This is an optimization exercise on Yosys and OpenROAD, whose aim is a short achievable clock period and few clock cycles, not a production implementation.
The RTL was checked by simulation tests, not by an equivalence proof against the original design.
Power and IR drop assume default switching activity.

## design/flow/run.sh

```bash
#!/bin/bash
# synth_recipe.tcl (not shown) runs the flow's synth.tcl, then flattens the netlist and writes it again
# the make line also repeats each setting of config.mk as NAME=value (left out here)
make -C /OpenROAD-flow-scripts/flow DESIGN_CONFIG=/design/flow/config.mk WORK_HOME=/design/flow/orfs CLKGATE_MAP_FILE= SYNTH_SCRIPT=/design/flow/synth_recipe.tcl finish
```

## design/flow/config.mk

```make
export PLATFORM = sky130hd
export DESIGN_NAME = open_risc_v
export DESIGN_NICKNAME = open_risc_v
export VERILOG_FILES = /design/flow/design.v
export SDC_FILE = /design/flow/constraint.sdc
export NUM_CORES = 4
export LEC_CHECK = 0
export CAP_MARGIN = 20
export CORE_MARGIN = 2
export CORE_UTILIZATION = 30
export PLACE_DENSITY = 0.45
export SLEW_MARGIN = 20
```

## design/flow/design.v

```verilog
module ctrl(
	input wire [31:0]jump_addr_i,
	input wire    	 jump_en_i,
	input wire   	 hold_flag_ex_i,
	output reg [31:0]jump_addr_o,
	output reg    	 jump_en_o,
	output reg   	 hold_flag_o	
);
	always @(*)begin
		jump_addr_o = jump_addr_i;
		jump_en_o   = jump_en_i; 
		if( jump_en_i || hold_flag_ex_i)begin 
			hold_flag_o = 1'b1;
		end
		else begin
			hold_flag_o = 1'b0;
		end
	end
endmodule
module ifetch(
	input  wire[31:0] pc_addr_i,
	input  wire[31:0] rom_inst_i,
	output wire[31:0] if2rom_addr_o, 
	output wire[31:0] inst_addr_o, 
	output wire[31:0] inst_o
	);
	assign if2rom_addr_o = pc_addr_i;
	assign inst_addr_o  = pc_addr_i;
	assign inst_o = rom_inst_i;
endmodule
module pc_reg(
	input wire 		 clk,
	input wire 		 rst,
	input wire[31:0] jump_addr_i,
	input wire 		 jump_en,
	output reg[31:0] pc_o
);
	always @(posedge clk) begin
		if(rst == 1'b0)
			pc_o <= 32'b0;
		else if(jump_en)
			pc_o <= jump_addr_i;
		else
			pc_o <= pc_o + 3'd4;
	end
endmodule
module if_id(
	input wire clk,
	input wire rst,
	input wire hold_flag_i,
	input wire [31:0]  inst_i, 
	input wire [31:0]  inst_addr_i,
	output wire[31:0]  inst_addr_o, 
	output wire[31:0]  inst_o
);
	if_id_dff_set #(32) dff1(clk,rst,hold_flag_i,32'h00000013,inst_i,inst_o);
	if_id_dff_set #(32) dff2(clk,rst,hold_flag_i,32'b0,inst_addr_i,inst_addr_o);
endmodule
module if_id_dff_set #(
	parameter DW  = 32
)
(
	input wire clk,
	input wire rst,
	input wire hold_flag_i,
	input wire [DW-1:0]  set_data, 
	input wire [DW-1:0]  data_i, 
	output reg [DW-1:0]  data_o	
);
	always @(posedge clk)begin
		if(rst == 1'b0 || hold_flag_i == 1'b1)
			data_o <= set_data;
		else
			data_o <= data_i;
	end	
endmodule
module id(
	input wire[31:0] inst_i			,
	input wire[31:0] inst_addr_i	,
	output reg[4:0] rs1_addr_o		,
	output reg[4:0] rs2_addr_o		,
	input wire[31:0] rs1_data_i		,
	input wire[31:0] rs2_data_i		,
	output reg[31:0] inst_o			,
	output reg[31:0] inst_addr_o	,
	output reg[31:0] op1_o			,	
	output reg[31:0] op2_o			,
	output reg[4:0]  rd_addr_o		,	
	output reg 		 reg_wen		,
	output reg[31:0] base_addr_o	,
	output reg[31:0] addr_offset_o		
);
	wire[6:0] opcode; 
	wire[4:0] rd; 
	wire[2:0] func3; 
	wire[4:0] rs1;
	wire[4:0] rs2;
	wire[6:0] func7;
	wire[11:0]imm;
	wire[4:0] shamt;
	assign opcode = inst_i[6:0];
	assign rd 	  = inst_i[11:7];
	assign func3  = inst_i[14:12];
	assign rs1 	  = inst_i[19:15];
	assign rs2 	  = inst_i[24:20];
	assign func7  = inst_i[31:25];
	assign imm    = inst_i[31:20];
	assign shamt  = inst_i[24:20];
	always @(*)begin
		inst_o  	= inst_i;
		inst_addr_o = inst_addr_i;  
		case(opcode)
			7'b0010011:begin
				base_addr_o		= 32'b0;
				addr_offset_o	= 32'b0;		
				case(func3)
					3'b000,3'b010,3'b011,3'b100,3'b110,3'b111:begin
						rs1_addr_o = rs1;
						rs2_addr_o = 5'b0;
						op1_o 	   = rs1_data_i;
						op2_o      = {{20{imm[11]}},imm};
						rd_addr_o  = rd;
						reg_wen    = 1'b1;
					end
					3'b001,3'b101:begin
						rs1_addr_o = rs1;
						rs2_addr_o = 5'b0;
						op1_o 	   = rs1_data_i;
						op2_o      = {27'b0,shamt};
						rd_addr_o  = rd;
						reg_wen    = 1'b1;					
					end
					default:begin
						rs1_addr_o = 5'b0;
						rs2_addr_o = 5'b0;
						op1_o 	   = 32'b0;
						op2_o      = 32'b0;
						rd_addr_o  = 5'b0;
						reg_wen    = 1'b0;						
					end
				endcase	
			end
			7'b0110011:begin
				base_addr_o		= 32'b0;
				addr_offset_o	= 32'b0;			
				case(func3)
					3'b000,3'b010,3'b011,3'b100,3'b110,3'b111:begin
						rs1_addr_o = rs1;
						rs2_addr_o = rs2;
						op1_o 	   = rs1_data_i;
						op2_o      = rs2_data_i;
						rd_addr_o  = rd;
						reg_wen    = 1'b1;
					end
					3'b001,3'b101:begin
						rs1_addr_o = rs1;
						rs2_addr_o = rs2;
						op1_o 	   = rs1_data_i;
						op2_o      = {27'b0,rs2_data_i[4:0]};
						rd_addr_o  = rd;
						reg_wen    = 1'b1;					
					end
					default:begin
						rs1_addr_o = 5'b0;
						rs2_addr_o = 5'b0;
						op1_o 	   = 32'b0;
						op2_o      = 32'b0;
						rd_addr_o  = 5'b0;
						reg_wen    = 1'b0;						
					end
				endcase				
			end
			7'b1100011:begin
				case(func3)
					3'b001,3'b000,3'b100,3'b101,3'b110,3'b111:begin
						rs1_addr_o = rs1;
						rs2_addr_o = rs2;
						op1_o 	   = rs1_data_i;
						op2_o      = rs2_data_i;
						rd_addr_o  = 5'b0;
						reg_wen    = 1'b0;
						base_addr_o		= inst_addr_i;
						addr_offset_o	= {{19{inst_i[31]}},inst_i[31],inst_i[7],inst_i[30:25],inst_i[11:8],1'b0};						
					end	
					default:begin
						rs1_addr_o = 5'b0;
						rs2_addr_o = 5'b0;
						op1_o 	   = 32'b0;
						op2_o      = 32'b0;
						rd_addr_o  = 5'b0;
						reg_wen    = 1'b0;
						base_addr_o		= 32'b0;
						addr_offset_o	= 32'b0;						
					end
				endcase
			end
			7'b1101111:begin
				rs1_addr_o = 5'b0;
				rs2_addr_o = 5'b0;
				op1_o 	   = inst_addr_i;
				op2_o      = 32'h4;
				rd_addr_o  = rd;
				reg_wen    = 1'b1;
				base_addr_o		= inst_addr_i;
				addr_offset_o	= {{12{inst_i[31]}}, inst_i[19:12], inst_i[20], inst_i[30:21], 1'b0};				
			end
			7'b0110111:begin
				rs1_addr_o = 5'b0;
				rs2_addr_o = 5'b0;
				op1_o 	   = {inst_i[31:12],12'b0};
				op2_o      = 32'b0;
				rd_addr_o  = rd;
				reg_wen    = 1'b1;
				base_addr_o		= 32'b0;
				addr_offset_o	= 32'b0;				
			end	
			7'b1100111:begin
				rs1_addr_o = rs1;
				rs2_addr_o = 5'b0;
				op1_o 	   = inst_addr_i;
				op2_o      = 32'h4;
				rd_addr_o  = rd;
				reg_wen    = 1'b1;	
				base_addr_o		= rs1_data_i;
				addr_offset_o	= {{20{imm[11]}},imm};				
			end
			7'b0010111:begin
				rs1_addr_o = 5'b0;
				rs2_addr_o = 5'b0;
				op1_o 	   = {inst_i[31:12],12'b0};
				op2_o      = inst_addr_i;
				rd_addr_o  = rd;
				reg_wen    = 1'b1;	
				base_addr_o		= 32'b0;
				addr_offset_o	= 32'b0;				
			end
			default:begin
				rs1_addr_o = 5'b0;
				rs2_addr_o = 5'b0;
				op1_o 	   = 32'b0;
				op2_o      = 32'b0;
				rd_addr_o  = 5'b0;
				reg_wen    = 1'b0;	
				base_addr_o		= 32'b0;
				addr_offset_o	= 32'b0;				
			end
		endcase
	end
endmodule
module regs(
	input wire clk,
	input wire rst,
	input wire[4:0] reg1_raddr_i,
	input wire[4:0] reg2_raddr_i,
	output reg[31:0] reg1_rdata_o,
	output reg[31:0] reg2_rdata_o,
	input wire[4:0] reg_waddr_i,
	input wire[31:0]reg_wdata_i,
	input 			reg_wen
);
	reg[31:0] rf_mem[0:31];
	integer i;
	always @(*)begin
		if(rst == 1'b0)
			reg1_rdata_o = 32'b0;
		else if(reg1_raddr_i == 5'b0)
			reg1_rdata_o = 32'b0;
		else if(reg_wen && reg1_raddr_i == reg_waddr_i)
			reg1_rdata_o = reg_wdata_i;
		else
			reg1_rdata_o = rf_mem[reg1_raddr_i];
	end
	always @(*)begin
		if(rst == 1'b0)
			reg2_rdata_o = 32'b0;
		else if(reg2_raddr_i == 5'b0)
			reg2_rdata_o = 32'b0;
		else if(reg_wen && reg2_raddr_i == reg_waddr_i)
			reg2_rdata_o = reg_wdata_i;
		else
			reg2_rdata_o = rf_mem[reg2_raddr_i];
	end
	always @(posedge clk)begin
		if(rst == 1'b0) begin
			for(i=0;i<32;i=i+1)begin
				rf_mem[i] <= 32'b0;
			end
		end	
		else if(reg_wen && reg_waddr_i != 5'b0)begin
			rf_mem[reg_waddr_i] <= reg_wdata_i;
		end	
	end
endmodule
module id_ex(
	input wire clk					,
	input wire rst					,
	input wire hold_flag_i			,
	input wire[31:0] inst_i			,
	input wire[31:0] inst_addr_i	,
	input wire[31:0] op1_i			,	
	input wire[31:0] op2_i			,
	input wire[4:0]  rd_addr_i		,	
	input wire 		 reg_wen_i		,
	input wire[31:0] base_addr_i	,
	input wire[31:0] addr_offset_i	,	
	output wire[31:0] inst_o		,
	output wire[31:0] inst_addr_o	,
	output wire[31:0] op1_o			,	
	output wire[31:0] op2_o			,
	output wire[4:0]  rd_addr_o		,	
	output wire 	  reg_wen_o		,	
	output wire[31:0] base_addr_o	,
	output wire[31:0] addr_offset_o		
);
	id_ex_dff_set #(32) dff1(clk,rst,hold_flag_i,32'h00000013,inst_i,inst_o);
	id_ex_dff_set #(32) dff2(clk,rst,hold_flag_i,32'b0,inst_addr_i,inst_addr_o);
	id_ex_dff_set #(32) dff3(clk,rst,hold_flag_i,32'b0,op1_i,op1_o);
	id_ex_dff_set #(32) dff4(clk,rst,hold_flag_i,32'b0,op2_i,op2_o);
	id_ex_dff_set #(5) dff5(clk,rst,hold_flag_i,5'b0,rd_addr_i,rd_addr_o);
	id_ex_dff_set #(1) dff6(clk,rst,hold_flag_i,1'b0,reg_wen_i,reg_wen_o);
	id_ex_dff_set #(32) dff7(clk,rst,hold_flag_i,32'b0,base_addr_i,base_addr_o);
	id_ex_dff_set #(32) dff8(clk,rst,hold_flag_i,32'b0,addr_offset_i,addr_offset_o);
endmodule
module id_ex_dff_set #(
	parameter DW  = 32
)
(
	input wire clk,
	input wire rst,
	input wire hold_flag_i,
	input wire [DW-1:0]  set_data, 
	input wire [DW-1:0]  data_i, 
	output reg [DW-1:0]  data_o	
);
	always @(posedge clk)begin
		if(rst == 1'b0 || hold_flag_i == 1'b1)
			data_o <= set_data;
		else
			data_o <= data_i;
	end	
endmodule
module ex(
	input wire[31:0] inst_i,	
	input wire[31:0] inst_addr_i,
	input wire[31:0] op1_i,
	input wire[31:0] op2_i,
	input wire[4:0]  rd_addr_i,
	input wire 		 rd_wen_i,
	input wire[31:0] base_addr_i,
	input wire[31:0] addr_offset_i,	
	output reg[4:0] rd_addr_o,
	output reg[31:0]rd_data_o,
	output reg 	    rd_wen_o,
	output reg[31:0]jump_addr_o,
	output reg   	jump_en_o,
	output reg  	hold_flag_o
);
	wire[6:0] opcode; 
	wire[4:0] rd; 
	wire[2:0] func3; 
	wire[4:0] rs1;
	wire[4:0] rs2;
	wire[6:0] func7;
	wire[11:0]imm;
	wire[4:0] shamt;
	assign opcode = inst_i[6:0];
	assign rd 	  = inst_i[11:7];
	assign func3  = inst_i[14:12];
	assign rs1 	  = inst_i[19:15];
	assign rs2 	  = inst_i[24:20];
	assign func7  = inst_i[31:25];
	assign imm    = inst_i[31:20];
	assign shamt  = inst_i[24:20];
	wire  	   op1_i_equal_op2_i;
	wire       op1_i_less_op2_i_signed;
	wire       op1_i_less_op2_i_unsigned;
	assign	   op1_i_less_op2_i_signed = ($signed(op1_i) < $signed(op2_i))?1'b1:1'b0;
	assign	   op1_i_less_op2_i_unsigned = (op1_i < op2_i)?1'b1:1'b0;
	assign	   op1_i_equal_op2_i = (op1_i == op2_i)?1'b1:1'b0;
	wire[31:0] op1_i_add_op2_i;										
	wire[31:0] op1_i_and_op2_i;
	wire[31:0] op1_i_xor_op2_i;
	wire[31:0] op1_i_or_op2_i;
	wire[31:0] op1_i_shift_letf_op2_i;
	wire[31:0] op1_i_shift_right_op2_i;
	wire[31:0] base_addr_add_addr_offset;
	assign op1_i_add_op2_i           = op1_i + op2_i;				 
	assign op1_i_and_op2_i           = op1_i & op2_i;			     
	assign op1_i_xor_op2_i           = op1_i ^ op2_i;			     
	assign op1_i_or_op2_i 			 = op1_i | op2_i;			     
	assign op1_i_shift_letf_op2_i 	 = op1_i << op2_i;			     
	assign op1_i_shift_right_op2_i 	 = op1_i >> op2_i;			     
	assign base_addr_add_addr_offset = base_addr_i + addr_offset_i;  
	wire[31:0] SRA_mask;
	assign 	   SRA_mask = (32'hffff_ffff) >> op2_i[4:0];
	always @(*)begin
		case(opcode)		
			7'b0010011:begin
				jump_addr_o = 32'b0;
				jump_en_o	= 1'b0;
				hold_flag_o = 1'b0;			
				case(func3)				
					3'b000:begin
						rd_data_o = op1_i_add_op2_i;
						rd_addr_o = rd_addr_i;
						rd_wen_o  = 1'b1;
					end
					3'b010:begin
						rd_data_o = {31'b0,op1_i_less_op2_i_signed};
						rd_addr_o = rd_addr_i;
						rd_wen_o  = 1'b1;
					end					
					3'b011:begin
						rd_data_o = {31'b0,op1_i_less_op2_i_unsigned};
						rd_addr_o = rd_addr_i;
						rd_wen_o  = 1'b1;
					end					
					3'b100:begin
						rd_data_o = op1_i_xor_op2_i;
						rd_addr_o = rd_addr_i;
						rd_wen_o  = 1'b1;
					end					
					3'b110:begin
						rd_data_o = op1_i_or_op2_i;
						rd_addr_o = rd_addr_i;
						rd_wen_o  = 1'b1;
					end					
					3'b111:begin
						rd_data_o = op1_i_and_op2_i;
						rd_addr_o = rd_addr_i;
						rd_wen_o  = 1'b1;
					end	
					3'b001:begin
						rd_data_o = op1_i_shift_letf_op2_i;
						rd_addr_o = rd_addr_i;
						rd_wen_o  = 1'b1;					
					end
					3'b101:begin
						if(func7[5] == 1'b1) begin  
							rd_data_o = ((op1_i_shift_right_op2_i) & SRA_mask) | ({32{op1_i[31]}} & (~SRA_mask));
							rd_addr_o = rd_addr_i;
							rd_wen_o  = 1'b1;							
						end
						else begin  
							rd_data_o = op1_i_shift_right_op2_i;
							rd_addr_o = rd_addr_i;
							rd_wen_o  = 1'b1;							
						end
					end					
					default:begin
						rd_data_o = 32'b0;
						rd_addr_o = 5'b0;
						rd_wen_o  = 1'b0;
					end						
				endcase
			end	
			7'b0110011:begin
				jump_addr_o = 32'b0;
				jump_en_o	= 1'b0;
				hold_flag_o = 1'b0;			
				case(func3)				
					3'b000:begin
						if(func7[5] == 1'b0)begin 
							rd_data_o = op1_i_add_op2_i;
							rd_addr_o = rd_addr_i;
							rd_wen_o  = 1'b1;
						end
						else begin
							rd_data_o = op1_i - op2_i;
							rd_addr_o = rd_addr_i;
							rd_wen_o  = 1'b1; 								
						end
					end
					3'b001:begin
						rd_data_o = op1_i_shift_letf_op2_i;
						rd_addr_o = rd_addr_i;
						rd_wen_o  = 1'b1;	
					end
					3'b010:begin
						rd_data_o = {31'b0,op1_i_less_op2_i_signed};
						rd_addr_o = rd_addr_i;
						rd_wen_o  = 1'b1;	
					end
					3'b011:begin
						rd_data_o = {31'b0,op1_i_less_op2_i_unsigned};
						rd_addr_o = rd_addr_i;
						rd_wen_o  = 1'b1;	
					end
					3'b100:begin
						rd_data_o = op1_i_xor_op2_i;
						rd_addr_o = rd_addr_i;
						rd_wen_o  = 1'b1;	
					end	
					3'b110:begin
						rd_data_o = op1_i_or_op2_i;
						rd_addr_o = rd_addr_i;
						rd_wen_o  = 1'b1;	
					end
					3'b111:begin
						rd_data_o = op1_i_and_op2_i;
						rd_addr_o = rd_addr_i;
						rd_wen_o  = 1'b1;	
					end	
					3'b101:begin
						if(func7[5] == 1'b1) begin  
							rd_data_o = ((op1_i_shift_right_op2_i) & SRA_mask) | ({32{op1_i[31]}} & (~SRA_mask));
							rd_addr_o = rd_addr_i;
							rd_wen_o  = 1'b1;							
						end
						else begin  
							rd_data_o = op1_i_shift_right_op2_i;
							rd_addr_o = rd_addr_i;
							rd_wen_o  = 1'b1;							
						end	
					end						
					default:begin
						rd_data_o = 32'b0;
						rd_addr_o = 5'b0;
						rd_wen_o  = 1'b0;					
					end
				endcase
			end	
			7'b1100011:begin
				rd_data_o = 32'b0; 
				rd_addr_o = 5'b0;
				rd_wen_o  = 1'b0;			
				case(func3)
					3'b000:begin
						jump_addr_o = base_addr_add_addr_offset ; 
						jump_en_o	= op1_i_equal_op2_i;
						hold_flag_o = 1'b0;					
					end					
					3'b001:begin
						jump_addr_o = base_addr_add_addr_offset;
						jump_en_o	= ~op1_i_equal_op2_i;
						hold_flag_o = 1'b0;					
					end	
					3'b100:begin
						jump_addr_o = base_addr_add_addr_offset;
						jump_en_o	= op1_i_less_op2_i_signed;
						hold_flag_o = 1'b0;					
					end	
					3'b101:begin
						jump_addr_o = base_addr_add_addr_offset;
						jump_en_o	= ~op1_i_less_op2_i_signed;
						hold_flag_o = 1'b0;					
					end
					3'b110:begin
						jump_addr_o = base_addr_add_addr_offset;
						jump_en_o	= op1_i_less_op2_i_unsigned;
						hold_flag_o = 1'b0;					
					end
					3'b111:begin
						jump_addr_o = base_addr_add_addr_offset;
						jump_en_o	= ~op1_i_less_op2_i_unsigned;
						hold_flag_o = 1'b0;					
					end					
					default:begin
						jump_addr_o = 32'b0;
						jump_en_o	= 1'b0;
						hold_flag_o = 1'b0;					
					end
				endcase
			end
			7'b1101111:begin
				rd_data_o = op1_i_add_op2_i;
				rd_addr_o = rd_addr_i;
				rd_wen_o  = 1'b1;
				jump_addr_o = base_addr_add_addr_offset;
				jump_en_o	= 1'b1;
				hold_flag_o = 1'b0;				
			end
			7'b1100111:begin
				rd_data_o = op1_i_add_op2_i;
				rd_addr_o = rd_addr_i;
				rd_wen_o  = 1'b1;
				jump_addr_o = base_addr_add_addr_offset;
				jump_en_o	= 1'b1;
				hold_flag_o = 1'b0;				
			end				
			7'b0110111:begin
				rd_data_o = op1_i;
				rd_addr_o = rd_addr_i;
				rd_wen_o  = 1'b1;
				jump_addr_o = 32'b0;
				jump_en_o	= 1'b0;
				hold_flag_o = 1'b0;			
			end	
			7'b0010111:begin
				rd_data_o = op1_i_add_op2_i;
				rd_addr_o = rd_addr_i;
				rd_wen_o  = 1'b1;
				jump_addr_o = 32'b0;
				jump_en_o	= 1'b0;
				hold_flag_o = 1'b0;				
			end
			default:begin
				rd_data_o = 32'b0;
				rd_addr_o = 5'b0;
				rd_wen_o  = 1'b0;
				jump_addr_o = 32'b0;
				jump_en_o	= 1'b0;
				hold_flag_o = 1'b0;				
			end
		endcase
	end
endmodule
module open_risc_v(
	input  wire 		  clk   		,
	input  wire 		  rst		    , 
	input  wire [31:0]    inst_i		,
	output wire [31:0]    inst_addr_o	,
	output wire 		  rd_wen_o		,
	output wire [4:0]     rd_addr_o		,
	output wire [31:0]    rd_data_o
);
	wire[31:0] pc_reg_pc_o;
	wire[31:0] if_inst_addr_o;
	wire[31:0] if_inst_o;	
	wire[31:0] if_id_inst_addr_o;
	wire[31:0] if_id_inst_o;	
	wire[4:0]  ex_rd_addr_o;
	wire[31:0] ex_rd_data_o;
	wire       ex_reg_wen_o;
	wire[4:0] id_rs1_addr_o;
	wire[4:0] id_rs2_addr_o;
	wire[31:0] id_inst_o;
	wire[31:0] id_inst_addr_o;
	wire[31:0] id_op1_o;
	wire[31:0] id_op2_o;
	wire[4:0]  id_rd_addr_o;
	wire       id_reg_wen;
	wire[31:0] id_base_addr_o;	
	wire[31:0] id_addr_offset_o;	
	wire[31:0] regs_reg1_rdata_o;
	wire[31:0] regs_reg2_rdata_o;
	wire[31:0] id_ex_inst_o;
	wire[31:0] id_ex_inst_addr_o;
	wire[31:0] id_ex_op1_o;
	wire[31:0] id_ex_op2_o;
	wire[4:0]  id_ex_rd_addr_o;
	wire       id_ex_reg_wen;
	wire[31:0] id_ex_base_addr_o;	
	wire[31:0] id_ex_addr_offset_o;
	wire[31:0] ex_jump_addr_o;
	wire  	   ex_jump_en_o;
	wire 	   ex_hold_flag_o;
	wire[31:0] ctrl_jump_addr_o;
	wire  	   ctrl_jump_en_o;
	wire 	   ctrl_hold_flag_o;		
	pc_reg pc_reg_inst(
		.clk			(clk),
		.rst			(rst),
		.jump_addr_i	(ctrl_jump_addr_o),  
		.jump_en		(ctrl_jump_en_o),		
		.pc_o   		(pc_reg_pc_o)
	);
	ifetch ifetch_inst(
		.pc_addr_i		(pc_reg_pc_o),
		.rom_inst_i		(inst_i),
		.if2rom_addr_o	(inst_addr_o), 
		.inst_addr_o	(if_inst_addr_o), 
		.inst_o         (if_inst_o)
	);
	if_id if_id_inst(
		.clk			(clk		      ),
		.rst			(rst		      ),
		.hold_flag_i	(ctrl_hold_flag_o ),
		.inst_i			(if_inst_o        ),  
		.inst_addr_i	(if_inst_addr_o   ),  
		.inst_addr_o	(if_id_inst_addr_o), 
		.inst_o         (if_id_inst_o	  )
	);
	id id_inst(
		.inst_i			(if_id_inst_o		),
		.inst_addr_i	(if_id_inst_addr_o	),
		.rs1_addr_o		(id_rs1_addr_o		),
		.rs2_addr_o		(id_rs2_addr_o		),
		.rs1_data_i		(regs_reg1_rdata_o	),
		.rs2_data_i		(regs_reg2_rdata_o	),
		.inst_o			(id_inst_o			),
		.inst_addr_o	(id_inst_addr_o		),	
		.op1_o			(id_op1_o			),	
		.op2_o			(id_op2_o			),
		.rd_addr_o		(id_rd_addr_o		),	
		.reg_wen        (id_reg_wen			),
		.base_addr_o	(id_base_addr_o		),
		.addr_offset_o	(id_addr_offset_o	)	
		);
	regs regs_inst(
		.clk			(clk					),
		.rst			(rst					),
		.reg1_raddr_i	(id_rs1_addr_o			),
		.reg2_raddr_i	(id_rs2_addr_o			), 
		.reg1_rdata_o	(regs_reg1_rdata_o		),
		.reg2_rdata_o	(regs_reg2_rdata_o		),
		.reg_waddr_i	(ex_rd_addr_o			),
		.reg_wdata_i	(ex_rd_data_o			),
		.reg_wen        (ex_reg_wen_o			)
	);
	id_ex id_ex_inst(
		.clk			(clk					),
		.rst			(rst					),
		.hold_flag_i	(ctrl_hold_flag_o 		),
		.inst_i			(id_inst_o				),
		.inst_addr_i	(id_inst_addr_o			),
		.op1_i			(id_op1_o				),
		.op2_i			(id_op2_o				),
		.rd_addr_i		(id_rd_addr_o			),
		.reg_wen_i		(id_reg_wen				),
		.base_addr_i	(id_base_addr_o			),
		.addr_offset_i	(id_addr_offset_o		),		
		.inst_o			(id_ex_inst_o			),
		.inst_addr_o    (id_ex_inst_addr_o		),
		.op1_o			(id_ex_op1_o			),
		.op2_o			(id_ex_op2_o			),
		.rd_addr_o		(id_ex_rd_addr_o		),
		.reg_wen_o		(id_ex_reg_wen			),
		.base_addr_o	(id_ex_base_addr_o		),
		.addr_offset_o	(id_ex_addr_offset_o	)		
		);
	ex ex_inst(
		.inst_i			(id_ex_inst_o			),	
		.inst_addr_i	(id_ex_inst_addr_o		),
		.op1_i			(id_ex_op1_o			),
		.op2_i			(id_ex_op2_o			),
		.rd_addr_i		(id_ex_rd_addr_o		),
		.rd_wen_i		(id_ex_reg_wen			),
		.base_addr_i	(id_ex_base_addr_o		),
		.addr_offset_i	(id_ex_addr_offset_o	),		
		.rd_addr_o		(ex_rd_addr_o			),
		.rd_data_o		(ex_rd_data_o			),	
		.rd_wen_o       (ex_reg_wen_o			),
		.jump_addr_o	(ex_jump_addr_o			),		
		.jump_en_o		(ex_jump_en_o			),		
		.hold_flag_o	(ex_hold_flag_o			)		
	);
	assign rd_wen_o  = ex_reg_wen_o && (ex_rd_addr_o != 5'b0) && rst;
	assign rd_addr_o = ex_rd_addr_o;
	assign rd_data_o = ex_rd_data_o;
	ctrl ctrl_inst(
		.jump_addr_i	(ex_jump_addr_o),
		.jump_en_i		(ex_jump_en_o),
		.hold_flag_ex_i	(ex_hold_flag_o),
		.jump_addr_o	(ctrl_jump_addr_o),
		.jump_en_o		(ctrl_jump_en_o),
		.hold_flag_o	(ctrl_hold_flag_o)	
	);
endmodule
```

## design/flow/constraint.sdc

```tcl
create_clock -name core_clock -period 7.2 [get_ports {clk}]
set_input_delay 1.4400 -clock core_clock [delete_from_list [all_inputs] [get_ports {clk}]]
set_output_delay 1.4400 -clock core_clock [all_outputs]
set_load 0.01 [all_outputs]
```

==> summary.txt <==
## path summary, 6_finish.rpt
check | start | end | slack, ps | cells past startpoint
min | pc_reg_inst.pc_o[3] | if_id_inst.dff2.data_o[3] | 520 | 1
max | id_ex_inst.dff4.data_o[5] | rd_data_o[30] | 230 | 13
min reg2reg | pc_reg_inst.pc_o[3] | if_id_inst.dff2.data_o[3] | 520 | 1
max reg2reg | if_id_inst.dff1.data_o[5] | id_ex_inst.dff3.data_o[5] | 1180 | 13
## sequential cells by signal (all words and copies together), names as in the netlist
signal                  count
regs_inst.rf_mem         1024
id_ex_inst.dff3.data_o     32
id_ex_inst.dff4.data_o     32
id_ex_inst.dff7.data_o     32
if_id_inst.dff1.data_o     32
if_id_inst.dff2.data_o     32
pc_reg_inst.pc_o           32
id_ex_inst.dff8.data_o     21
id_ex_inst.dff1.data_o     11
id_ex_inst.dff5.data_o      5
## cells by family (layout without fill, tap and decap cells)
| family | count (synthesis) | in the layout |
|---|---|---|
| flip-flops | 1253 | 1253 |
| other | 1 | 44 |
| multiplexers | 545 | 545 |
| AND/OR/NAND/NOR | 3035 | 3035 |
| XOR/XNOR | 86 | 86 |
| AO/OA/AOI/OAI | 1905 | 1905 |
| buffers and inverters | 931 | 941 |
| adder cells (fa/ha/maj) | 131 | 131 |
## routing by layer
layer,vias up,GRT usage (%)
met1,36100,44.3
met2,5625,46.6
li1,28900,-
met3,1219,10.1
met5,-,0
met4,18,18.7
## power by group through the flow
| stage | Combinational (mW) | Clock, mW | Sequential (mW) |
|---|---|---|---|
| floorplan | 0.978 | 0 | 8.26 |
| global placement | 2.07 | 0 | 8.34 |
| detailed placement | 2.06 | 0 | 8.34 |
| CTS | 2.07 | 8.18 | 8.19 |
| global route | 2.19 | 8.44 | 8.22 |
| finish | 2.19 | 8.11 | 8.20 |
## area by class of cell
class / count / area (µm²) / area share, %
Clock inverter: 83 / 863 / 0.999
Sequential cell: 1253 / 35400 / 40.9
Multi-Input combinational cell: 5734 / 36700 / 42.4
Timing Repair Buffer: 504 / 4490 / 5.20
Antenna cell: 12 / 30.0 / 0.0347
Clock buffer: 200 / 4280 / 4.95
Inverter: 154 / 584 / 0.676
Tap cell: 3330 / 4170 / 4.82
## cells in the mapped netlist (30+ instances only)
cell type,instances,share of area [%]
sky130_fd_sc_hd__a221oi_1,115,1.3
sky130_fd_sc_hd__a311oi_1,73,0.85
sky130_fd_sc_hd__o221ai_1,41,0.48
sky130_fd_sc_hd__nor3_1,100,0.67
sky130_fd_sc_hd__o22ai_1,57,0.48
sky130_fd_sc_hd__o21ai_0,278,1.9
sky130_fd_sc_hd__and3_1,109,0.91
sky130_fd_sc_hd__mux2_2,103,1.5
sky130_fd_sc_hd__mux4_2,138,4.1
sky130_fd_sc_hd__buf_1,67,0.34
sky130_fd_sc_hd__o211ai_1,56,0.56
sky130_fd_sc_hd__mux2i_1,304,4.1
sky130_fd_sc_hd__dfxtp_1,229,6.1
sky130_fd_sc_hd__a31oi_1,114,0.95
sky130_fd_sc_hd__inv_1,150,0.75
sky130_fd_sc_hd__nor2b_1,32,0.27
sky130_fd_sc_hd__a21oi_1,503,3.4
sky130_fd_sc_hd__xnor2_1,56,0.65
sky130_fd_sc_hd__nand4_1,32,0.27
sky130_fd_sc_hd__a22oi_1,78,0.78
sky130_fd_sc_hd__and2_1,111,0.93
sky130_fd_sc_hd__nor2_1,1407,7.0
sky130_fd_sc_hd__nand3_1,278,1.9
sky130_fd_sc_hd__clkbuf_1,532,2.7
sky130_fd_sc_hd__a221o_1,39,0.52
sky130_fd_sc_hd__edfxtp_1,1024,41
sky130_fd_sc_hd__buf_2,154,1.0
sky130_fd_sc_hd__a21o_1,33,0.33
sky130_fd_sc_hd__ha_1,128,2.1
sky130_fd_sc_hd__xor2_1,30,0.35
sky130_fd_sc_hd__nand2_1,810,4.1
sky130_fd_sc_hd__a222oi_1,32,0.43
sky130_fd_sc_hd__a211oi_1,170,1.7
## what timing repair did
item | 4_1_cts | 5_1_grt
hold buffers | 0 | 0
endpoints found under the setup margin | 1 | 7
setup buffers | 1 | 1
gates resized for setup | 0 | 4
pin swaps | 1 | 2
cloned | 0 | 0
==> summary.txt <==
- Antenna violations before repair: 31
- Combinational family with the most area after synthesis: simple AND/OR/NAND/NOR gates
- Number of iterations in the first detailed-routing pass: 10
- Most common flop cell mapped by yosys: sky130_fd_sc_hd__edfxtp_1
- Achievable clock frequency: 143 MHz
- Weighted congestion at the end of routability-driven global placement: 0.983
- Area after detailed placement: 81200 µm²
- Post-layout total power: 18.5 mW
- Detail Placement HPWL: 285000 µm
- Core occupancy in the finished layout: 34.8%
- Portion of total power attributed to sequential cells: 44.3%
- Startpoint type of the worst setup path: register
- Area share of and/or/nand/nor cells after synthesis: 17.5%
- CP cell instances: inv_1, ha_1, o211ai_1, o21ai_1, o31a_1, a21o_1, a22oi_2, a31oi_1, mux2_2, a211o_1, a22oi_2, inv_1, clkdlybuf4s50_1
- DR DRC count: 0
- Final-stage net count: 7969
- Post-synthesis async set-or-reset flop share: 0%
- Routed vias: 71900
- Cell variety after synth: 101
- Mux share of post-synthesis cell area: 9.75%
- Insertion delay to the later sink of the worst-skew pair: 850 ps
- Worst max-slew margin expressed relative to the limit: 17.1%
- Initial drt markers: 12100
- Commonest non-fill, non-tap cell in the layout: sky130_fd_sc_hd__nor2_1
- Amount of wire on met2 after detailed routing: 178000 µm
- Unrepaired setup endpoints after global routing: no
- Wire length after detailed routing: 436000 µm
- Clock-pin slew reported for the worst setup and hold paths after clock tree synthesis: 60 ps
- Global-route wire length before repair: 585000 µm
- Worst slack on hold paths: 524 ps
- Die Span X: 504 µm
- Fraction of power consumed by combinational cells: 11.8%
- Number of register bits inferred by synthesis: 1253
- Number of failing setup endpoints in the final timing report: 0
- Crit-path max cell delay: 660 ps
- Part of the total power dissipated in the clock network: 43.8%
- Worst voltage drop across the vdd grid: 0.000259 V
- Run status: complete, no violations
- Final cycle utilization of the critical path: 96.9%
- Static leakage: 29.4 nW
- Tot GR Track Use: 33.0%
- Fill cell instance count of the final layout: 25200
- Shortest period the worst path allows: 6970 ps
- Die Area: 254000 µm²
- Number of I/O pins: 104
- Placed Instances: 11000
- Die extent in y: 504 µm
- Fraction of final layout cells with drive strength greater than 1: 13.4%
- Post-synthesis instance area: 75000 µm²
- Switching power total: 5.29 mW
- Number of buffer and inverter stages on the critical path: 3
- Area added between synthesis and finish: 15.3%
- Power density over the cells: 214 nW/µm²
- Vias in the first global route: 66800
- Count of placed standard cells in the final layout, fillers left out: 11300
- Count of standard-cell rows: 183
- Global route total overflow: 0
- Critical path data arrival time: 5530 ps
- Root buffer selected by CTS: sky130_fd_sc_hd__clkbuf_16
- Worst-case clock skew: 42.3 ps
- Slowest cell on the critical path: sky130_fd_sc_hd__clkdlybuf4s50_1
- Critical path required time: 5760 ps
- Core outline area: 249000 µm²
- Synthesis warning total: 9
- Initial cell density of the core: 30.2%
- Net switching share of the total power: 28.6%
- Least setup slack across all paths after layout: 226 ps
- Int Pwr: 13.2 mW
- Final non-filler cell area: 86500 µm²
- Top library cells by usage in the layout, fill and taps aside: sky130_fd_sc_hd__nor2_1, sky130_fd_sc_hd__edfxtp_1, sky130_fd_sc_hd__nand2_1
- Fraction of synthesized cell area in xor and xnor cells: 1.00%
- CTS tree: done
- Sequential-to-total area share from yosys stat: 47.1%
- Number of instances in the synthesized netlist: 7887
- Max Fanout on Critical Path: 11
- Setup slack at placement: 620 ps
- Category of the critical setup timing path: register to primary output
- Buffers from clock root to sink, at most: 3
- Synthesized area per cell: 9.51 µm²
- Final Hold Violating Endpoints: 0
- Maximum Capacitance Violations: 0
- Pin count of the biggest net entering global routing: 85
- CP delay by family, top: compound AO/OA/AOI/OAI gates
- Met3 routed wirelength: 55800 µm
- Total number of H-tree levels: 4
- Number of max-slew violations in the final report: 0
- Arithmetic-cell share of the synthesized area counting full adders, half adders and majority gates: 2.22%
- ANT nets after route: 0
- Setup TNS Final: 0 ps
- IO Port Bufs: 103
- Wire length on met1: 172000 µm
- Slew @ Worst Pin: 1240 ps
- Fraction of the mapped netlist area in compound gates: 17.3%
- Uppermost signal routing layer after detailed routing: met5
- Endpoint class of the critical path: primary output
- Type of the most critical hold path: register to register
- Count of clock tree sinks: 1253
- Number of CTS-inserted buffers: 157
- Via-to-Cell Ratio: 6.38
- Number of enable-type register cells in the synthesized netlist: 1024
- Wirelength per Cell: 38.7 µm
Testbench counts, summed over its fixed seeds: cycles 83,077.

==> afterwards: timing with drivers on the ports <==
In the flow no input, the clock included, has a driving cell. The finished layout below was timed again as built, in two steps. Step 1 (the two cells are an assumption about what drives the block):
set clk [get_ports {clk}]
set_driving_cell -lib_cell sky130_fd_sc_hd__clkbuf_16 $clk
set_driving_cell -lib_cell sky130_fd_sc_hd__buf_2 [delete_from_list [all_inputs] $clk]
Step 2 adds t to the input delays and takes it off the output delays; t is the mean of the earliest and latest rising clock arrival at the registers after step 1. Input paths then give back, and output paths get back, about the clock's delay inside the block. Three values: no drivers, after step 1, after step 2; two values: the first two.
shift t [ns]: 0.920
setup slack, ns: 0.226 / 0.134 / 1.055
worst setup path after step 2: register to output
worst register clock-pin slew, ns: 0.07 / 0.07
worst slew at a driven data input, ns: 0.05
After both steps setup and hold are still met in this run. For this run, drivers alone change the setup slack by -0.092 ns; drivers and shift together by +0.829 ns.
